Context: an optimization exercise on an open-source flow, tuned for small area. The choices shown serve that exercise and are no tape-out recipe.
Function was checked by simulation only, so behaviour that the tests miss may differ from the original.
The clock port is modelled as an ideal driver, which makes a skipped or thinned clock tree look cheaper than it is; a real chip needs a root buffer or a tree.
Power figures rest on the tool's default switching activity, not on a simulated workload.

==> job 7118 <==
==> flow/design.v <==
module lcd(
    input        clk,
    input        rst_n,
    output       lcd_en,
    output       lcd_rw,
    output       lcd_rs,
    output [7:0] lcd_data
);
reg  [15:0] q;
reg         ph;
reg  [5:0]  st;
wire wrap = (q & 16'h5fff) == 16'h0c65;
wire [15:0] q_nx = {q[14], q[13], q[12], q[11], q[10], q[9], q[8], q[7], q[6], q[5], q[4], q[3], q[2], q[1], q[0], ((q[15] ^ q[2]) | wrap)};
wire [5:0] st_nx;
wire [8:0] rom;
wire wt;
assign rom[0] = (~st[0] & st[1] & st[4]) | (~st[1] & ~st[3] & st[4]) | (st[0] & ~st[2] & st[3] & st[5]) | (~st[1] & st[4] & ~st[5]) | (st[1] & st[2] & st[3] & st[5]) | (st[0] & st[3] & ~st[4] & st[5]) | (~st[0] & ~st[1] & st[2] & st[3] & ~st[5]);
assign rom[1] = (~st[0] & ~st[2] & st[3] & ~st[4] & st[5]) | (~st[0] & ~st[1] & st[4] & ~st[5]) | (st[0] & st[1] & st[2] & st[3] & ~st[4]);
assign rom[2] = (st[0] & ~st[2] & st[3] & st[5]) | (st[2] & ~st[3] & st[4] & ~st[5]) | (~st[0] & ~st[1] & st[3] & ~st[4] & st[5]) | (st[1] & st[2] & st[3] & ~st[4] & ~st[5]) | (~st[0] & ~st[1] & st[4] & ~st[5]);
assign rom[3] = (st[2] & ~st[3] & st[4]) | (~st[0] & st[1] & st[3] & ~st[5]) | (~st[1] & ~st[3] & st[4]) | (st[1] & ~st[2] & st[3] & st[4]) | (st[0] & ~st[1] & st[2] & st[3] & ~st[4]) | (~st[0] & ~st[1] & st[4] & ~st[5]);
assign rom[4] = (~st[1] & st[2] & ~st[3] & st[5]) | (st[0] & ~st[2] & st[3] & st[4]) | (~st[0] & st[1] & ~st[2] & st[3] & ~st[4]) | (st[0] & st[2] & ~st[4] & st[5]) | (~st[0] & st[1] & st[2] & st[3] & st[4]) | (~st[0] & st[1] & ~st[2] & st[3] & st[5]) | (~st[0] & ~st[2] & st[3] & ~st[4] & st[5]);
assign rom[5] = (st[4]) | (st[3] & st[5]) | (st[2] & st[5]) | (~st[0] & st[1] & ~st[2] & st[3]);
assign rom[6] = (~st[0] & st[1] & st[4]) | (~st[1] & ~st[3] & st[4]) | (~st[0] & ~st[1] & ~st[4] & st[5]) | (st[0] & st[1] & st[5]) | (~st[1] & st[4] & ~st[5]) | (st[0] & ~st[2] & st[3] & st[4]) | (st[0] & st[2] & ~st[4] & st[5]) | (~st[2] & st[3] & ~st[4] & st[5]) | (st[2] & ~st[3] & st[4]);
assign rom[7] = (~st[2] & ~st[3] & ~st[4] & st[5]);
assign rom[8] = (st[4]) | (st[3] & st[5]) | (st[2] & st[5]);
assign wt = (~st[3] & ~st[4] & ~st[5]) | (~st[1] & ~st[2] & ~st[5]);
assign st_nx[0] = (~st[0]);
assign st_nx[1] = (st[0] & st[1]) | (~st[0] & ~st[1] & st[3]) | (~st[0] & ~st[1] & ~st[2]) | (st[0] & st[2] & st[4] & st[5]) | (~st[0] & ~st[1] & ~st[5]);
assign st_nx[2] = (~st[1] & st[2]) | (~st[0] & st[1] & ~st[2]) | (st[0] & st[2] & ~st[5]) | (~st[0] & ~st[1] & ~st[3] & ~st[4] & st[5]);
assign st_nx[3] = (st[0] & st[3]) | (~st[2] & st[3]) | (~st[0] & st[1] & st[2] & ~st[3]) | (~st[1] & st[3] & ~st[4]) | (~st[1] & st[4] & ~st[5]);
assign st_nx[4] = (st[4] & ~st[5]) | (~st[0] & ~st[1] & st[4]) | (st[1] & st[2] & st[4]) | (~st[2] & st[3] & st[4]) | (~st[0] & ~st[1] & st[2] & st[5]) | (~st[2] & ~st[3] & ~st[4] & st[5]);
assign st_nx[5] = (~st[4] & st[5]) | (st[0] & st[5]) | (st[1] & st[5]) | (st[2] & ~st[3] & st[4]) | (~st[0] & st[1] & st[2] & st[3]);
always @(posedge clk or negedge rst_n)
    if (!rst_n) begin
        q  <= 16'h3196;
        ph <= 1'b0;
        st <= 6'd1;
    end else begin
        q <= q_nx;
        if (wrap) ph <= ~ph;
        if (wrap & ph) st <= st_nx;
    end
assign lcd_en   = ~ph | wt;
assign lcd_rw   = 1'b0;
assign lcd_rs   = rom[8];
assign lcd_data = rom[7:0];
endmodule
==> flow/flow/run.sh <==
#!/bin/bash
# Layout flow: the standard ORFS flow (standard.sh: its synthesis script,
# floorplan, power grid, tap cells, placement, CTS, routing) with these changes
# to how cells are chosen:
#  - synthesis runs synth_recipe.tcl unchanged through flow/synth.tcl, which only
#    points its ABC call at flow/abc.script (area-oriented mapping, repeated);
#    no half/full-adder extraction (ADDER_MAP_FILE empty);
#  - ports are buffered by flow/ports.tcl before global placement: buf_2 on the
#    inputs, buf_1 on the outputs (every input and output port keeps a buffer);
#  - CTS inserts no dummy loads, and flow/cts_post.tcl then drives the whole
#    clock from CTS's root buffer alone (a clkbuf_8; one buffer level for all
#    registers).
# ORFS writes each tool's full log under orfs/logs/; make's output goes to
# flow.log in the folder this runs in.
set -euo pipefail
here=$(cd "$(dirname "$0")" && pwd)
synth_recipe=$(grep -o 'SYNTH_SCRIPT=[^ ]*' standard.sh | head -1 | cut -d= -f2-)
export FLOW_SYNTH_TCL="$synth_recipe"
export FLOW_ABC_SCRIPT="$here/abc.script"
export ADDER_MAP_FILE=
export DONT_BUFFER_PORTS=1
export GPL_TIMING_DRIVEN=0
export PRE_GLOBAL_PLACE_TCL="$here/ports.tcl"
export POST_CTS_TCL="$here/cts_post.tcl"
export CTS_ARGS="-sink_clustering_enable -repair_clock_nets -dont_use_dummy_load"
sed "s#SYNTH_SCRIPT=[^ ]*#SYNTH_SCRIPT=$here/synth.tcl#" standard.sh > flow_standard.sh
bash flow_standard.sh > flow.log 2>&1
==> flow/flow/abc.script <==
strash
 dch -f
 map -a
 strash
 dch -f
 map -a
 strash
 dch -f
 map -a
 strash
 dch -f
 map -a
 strash
 dch -f
 map -a
 strash
 dch -f
 map -a
 strash
 dch -f
 map -a
 strash
 dch -f
 map -a
 strash
 dch -f
 map -a
 strash
 dch -f
 map -a
 topo
==> flow/flow/cts_post.tcl <==
# Runs after CTS (POST_CTS_TCL).  The design has a few dozen flip-flops, so the
# clock is driven by one buffer: the leaf buffers CTS made under its root buffer
# are removed, their sinks move to the root buffer's net, and the root buffer
# becomes a clkbuf_8.  Every register keeps the same single-buffer clock path,
# so no register's clock arrives earlier or later than another's.
set block [ord::get_db_block]
set root [$block findInst clkbuf_0_clk]
if { $root ne "NULL" } {
  set rootnet [[$root findITerm X] getNet]
  foreach inst [$block getInsts] {
    if { $inst eq $root } { continue }
    set master [[$inst getMaster] getName]
    if { ![string match "sky130_fd_sc_hd__clkbuf_*" $master] } { continue }
    set a [$inst findITerm A]
    if { [$a getNet] ne $rootnet } { continue }
    set leafnet [[$inst findITerm X] getNet]
    foreach it [$leafnet getITerms] {
      if { [$it getInst] eq $inst } { continue }
      $it disconnect
      $it connect $rootnet
    }
    $a disconnect
    [$inst findITerm X] disconnect
    odb::dbInst_destroy $inst
    odb::dbNet_destroy $leafnet
  }
  replace_cell clkbuf_0_clk sky130_fd_sc_hd__clkbuf_8
  detailed_placement
  check_placement -verbose
  estimate_parasitics -placement
  report_clock_skew
}
==> flow/flow/ports.tcl <==
# Runs before global placement, in place of its own port buffering (the flow
# sets DONT_BUFFER_PORTS=1 and GPL_TIMING_DRIVEN=0, so this replaces both the
# remove_buffers call and the buffer_ports call of global_place.tcl).
remove_buffers
# Buffer every input and output port (the clock excepted, as buffer_ports does):
# buf_2 on the inputs, which drive the reset tree, and buf_1 on the outputs.
buffer_ports -inputs -buffer_cell sky130_fd_sc_hd__buf_2
buffer_ports -outputs -buffer_cell sky130_fd_sc_hd__buf_1
==> flow/flow/synth.tcl <==
# Synthesis for this flow: the standard synthesis script (synth_recipe.tcl,
# named by FLOW_SYNTH_TCL) run unchanged, except that its ABC call maps the
# logic with flow/abc.script (area-oriented mapping, repeated) instead of the
# ORFS speed script.  Registers, their names and cell types are untouched:
# ABC only maps the combinational logic.
proc abc {args} {
  set i [lsearch -exact $args -script]
  if { $i >= 0 } {
    lset args [expr { $i + 1 }] $::env(FLOW_ABC_SCRIPT)
  }
  puts "abc (flow/abc.script): $args"
  yosys abc {*}$args
}
source $::env(FLOW_SYNTH_TCL)
==> flow/standard.sh <==
#!/bin/bash
# synth_recipe.tcl (not shown) runs the flow's synth.tcl, then flattens the netlist and writes it again
# the make line also repeats each setting of config.mk as NAME=value (left out here)
make -C /OpenROAD-flow-scripts/flow DESIGN_CONFIG=/design/flow/config.mk WORK_HOME=/design/flow/orfs CLKGATE_MAP_FILE= SYNTH_SCRIPT=/design/flow/synth_recipe.tcl "${@:-finish}"
==> flow/config.mk <==
export PLATFORM = sky130hd
export DESIGN_NAME = lcd
export DESIGN_NICKNAME = lcd
export VERILOG_FILES = /design/flow/design.v
export SDC_FILE = /design/flow/constraint.sdc
export NUM_CORES = 4
export LEC_CHECK = 0
export CAP_MARGIN = 20
export CORE_AREA = 2 2 62 62
export DIE_AREA = 0 0 64 64
export SLEW_MARGIN = 20
==> flow/constraint.sdc <==
create_clock -name core_clock -period 20.0 [get_ports {clk}]
set_input_delay 4.0000 -clock core_clock [delete_from_list [all_inputs] [get_ports {clk}]]
set_output_delay 4.0000 -clock core_clock [all_outputs]
set_load 0.01 [all_outputs]
==> job 4470: changes against job 7118 <==
==> flow/design.v, changed modules only <==
module lcd(
    input        clk,
    input        rst_n,
    output       lcd_en,
    output       lcd_rw,
    output       lcd_rs,
    output [7:0] lcd_data
);
reg  [15:0] q;
reg         ph;
reg  [5:0]  st;
wire wrap = (q & 16'h5fff) == 16'h0c65;
wire [15:0] q_nx = {q[14], q[13], q[12], q[11], q[10], q[9], q[8], q[7], q[6], q[5], q[4], q[3], q[2], q[1], q[0], ((q[15] ^ q[2]) | wrap)};
wire [5:0] st_nx;
wire [8:0] rom;
wire wt;
assign rom[0] = (st[0] & st[1] & st[4]) | (~st[1] & ~st[3] & st[4]) | (~st[0] & ~st[2] & st[3] & st[5]) | (~st[1] & st[4] & ~st[5]) | (st[1] & st[2] & st[3] & st[5]) | (~st[0] & st[3] & ~st[4] & st[5]) | (st[0] & ~st[1] & st[2] & st[3] & ~st[5]);
assign rom[1] = (st[0] & ~st[2] & st[3] & ~st[4] & st[5]) | (st[0] & ~st[1] & st[4] & ~st[5]) | (~st[0] & st[1] & st[2] & st[3] & ~st[4]);
assign rom[2] = (~st[0] & ~st[2] & st[3] & st[5]) | (st[2] & ~st[3] & st[4] & ~st[5]) | (st[0] & ~st[1] & st[3] & ~st[4] & st[5]) | (st[1] & st[2] & st[3] & ~st[4] & ~st[5]) | (st[0] & ~st[1] & st[4] & ~st[5]);
assign rom[3] = (st[2] & ~st[3] & st[4]) | (st[0] & st[1] & st[3] & ~st[5]) | (~st[1] & ~st[3] & st[4]) | (st[1] & ~st[2] & st[3] & st[4]) | (~st[0] & ~st[1] & st[2] & st[3] & ~st[4]) | (st[0] & ~st[1] & st[4] & ~st[5]);
assign rom[4] = (~st[1] & st[2] & ~st[3] & st[5]) | (~st[0] & ~st[2] & st[3] & st[4]) | (st[0] & st[1] & ~st[2] & st[3] & ~st[4]) | (~st[0] & st[2] & ~st[4] & st[5]) | (st[0] & st[1] & st[2] & st[3] & st[4]) | (st[0] & st[1] & ~st[2] & st[3] & st[5]) | (st[0] & ~st[2] & st[3] & ~st[4] & st[5]);
assign rom[5] = (st[4]) | (st[3] & st[5]) | (st[2] & st[5]) | (st[0] & st[1] & ~st[2] & st[3]);
assign rom[6] = (st[0] & st[1] & st[4]) | (~st[1] & ~st[3] & st[4]) | (st[0] & ~st[1] & ~st[4] & st[5]) | (~st[0] & st[1] & st[5]) | (~st[1] & st[4] & ~st[5]) | (~st[0] & ~st[2] & st[3] & st[4]) | (~st[0] & st[2] & ~st[4] & st[5]) | (~st[2] & st[3] & ~st[4] & st[5]) | (st[2] & ~st[3] & st[4]);
assign rom[7] = (~st[2] & ~st[3] & ~st[4] & st[5]);
assign rom[8] = (st[4]) | (st[3] & st[5]) | (st[2] & st[5]);
assign wt = (~st[3] & ~st[4] & ~st[5]) | (~st[1] & ~st[2] & ~st[5]);
assign st_nx[0] = (~st[0]);
assign st_nx[1] = (~st[0] & st[1]) | (st[0] & ~st[1] & st[3]) | (st[0] & ~st[1] & ~st[2]) | (~st[0] & st[2] & st[4] & st[5]) | (st[0] & ~st[1] & ~st[5]);
assign st_nx[2] = (~st[1] & st[2]) | (st[0] & st[1] & ~st[2]) | (~st[0] & st[2] & ~st[5]) | (st[0] & ~st[1] & ~st[3] & ~st[4] & st[5]);
assign st_nx[3] = (~st[0] & st[3]) | (~st[2] & st[3]) | (st[0] & st[1] & st[2] & ~st[3]) | (~st[1] & st[3] & ~st[4]) | (~st[1] & st[4] & ~st[5]);
assign st_nx[4] = (st[4] & ~st[5]) | (st[0] & ~st[1] & st[4]) | (st[1] & st[2] & st[4]) | (~st[2] & st[3] & st[4]) | (st[0] & ~st[1] & st[2] & st[5]) | (~st[2] & ~st[3] & ~st[4] & st[5]);
assign st_nx[5] = (~st[4] & st[5]) | (~st[0] & st[5]) | (st[1] & st[5]) | (st[2] & ~st[3] & st[4]) | (st[0] & st[1] & st[2] & st[3]);
always @(posedge clk or negedge rst_n)
    if (!rst_n) begin
        q  <= 16'h3196;
        ph <= 1'b0;
        st <= 6'd0;
    end else begin
        q <= q_nx;
        if (wrap) ph <= ~ph;
        if (wrap & ph) st <= st_nx;
    end
assign lcd_en   = ~ph | wt;
assign lcd_rw   = 1'b0;
assign lcd_rs   = rom[8];
assign lcd_data = rom[7:0];
endmodule
==> flow/flow/abc.script (replaced) <==
strash
dch -f
map -a
strash
dch -f
map -a
strash
dch -f
map -a
strash
dch -f
map -a
strash
dch -f
map -a
topo
==> metrics list <==
- Average cell area after synthesis: a little over 9 sq um
* Placer Congestion: about 0.94
* Final cycle utilization of the critical path: between 30% and 40%
- Critical path cell sequence: clkinv_1 > nor2_1 > clkinv_1 > nor2_1 > o21ai_0 > o2111ai_1 > buf_1
- The flow ran to the end and the layout has no timing, DRC or antenna violations.
- Worst setup path endpoint: lcd_data[4]
* M2 GR Usage: between 20% and 30%
* Fin nets: around 130
- Fmax: ~160 MHz
- The via count of the first global-routing pass was 859.
(the above is from job 7118)
==> metrics list <==
* Die height: 64 um
- Switching share of total power: 17.98%
- Data arrival time of the critical path: slightly below 2 ns
- Crit path setup slack, layout: 14.01 ns
- Number of port buffers: 11
- Max-cap violation count: 0
- Derived from the worst setup path, the maximum achievable clock frequency is 166.8 MHz.
- Critical Path Most Common Cell: sky130_fd_sc_hd__clkinv_1
- The worst path uses 29.97% of the clock period.
- Traced cell by cell, the critical path runs through clkinv_1 > nor2_1 > clkinv_1 > nor2_1 > clkinv_1 > o221ai_1 > buf_1.
- Average cell area after synthesis: between 8 and 9 sq um
- The critical path ends at lcd_data[2].
- Post-layout instance area: 1174 sq um
- Non-clock buffers in the final layout number 11.
* Vias in the first global route: between 800 and 900
- Fin nets: between 100 and 150
* Outcome: timing/DRC/antenna clean
* Placer Congestion: between 0.8 and 0.9
- Yosys mapped the design onto 24 distinct sky130hd cell types.
* Setup WS pre-CTS: approximately 14 ns
(the above is from job 4470)

port drivers added, routing unchanged:
No port has a modelled driver above. Below, the same layouts with a new extraction and two added sets of constraints. Step 1 (the two cells are an assumption about what drives the block):
set clk [get_ports {clk}]
set_driving_cell -lib_cell sky130_fd_sc_hd__clkbuf_16 $clk
set_driving_cell -lib_cell sky130_fd_sc_hd__buf_2 [delete_from_list [all_inputs] $clk]
Step 2 moves the port delays by t, midway between the first and last clock arrival at a register: inputs arrive t later, outputs are due t later. That takes back most of the time a late clock gives input paths. Slacks: ideal / step 1 / step 2; pairs: ideal / step 1.
run | t (ns) | setup WS [ns] | hold slack, ns | clock arrival spread, ns | worst data-port slew with drivers (ns)
job 7118 | 0.192 | 13.872 / 13.849 / 14.041 | 0.376 / 0.376 / 0.376 | 0.004 / 0.004 | 0.02
job 4470 | 0.193 | 14.006 / 13.985 / 14.177 | 0.377 / 0.377 / 0.377 | 0.003 / 0.003 | 0.03
After both steps every run listed still meets setup and hold.
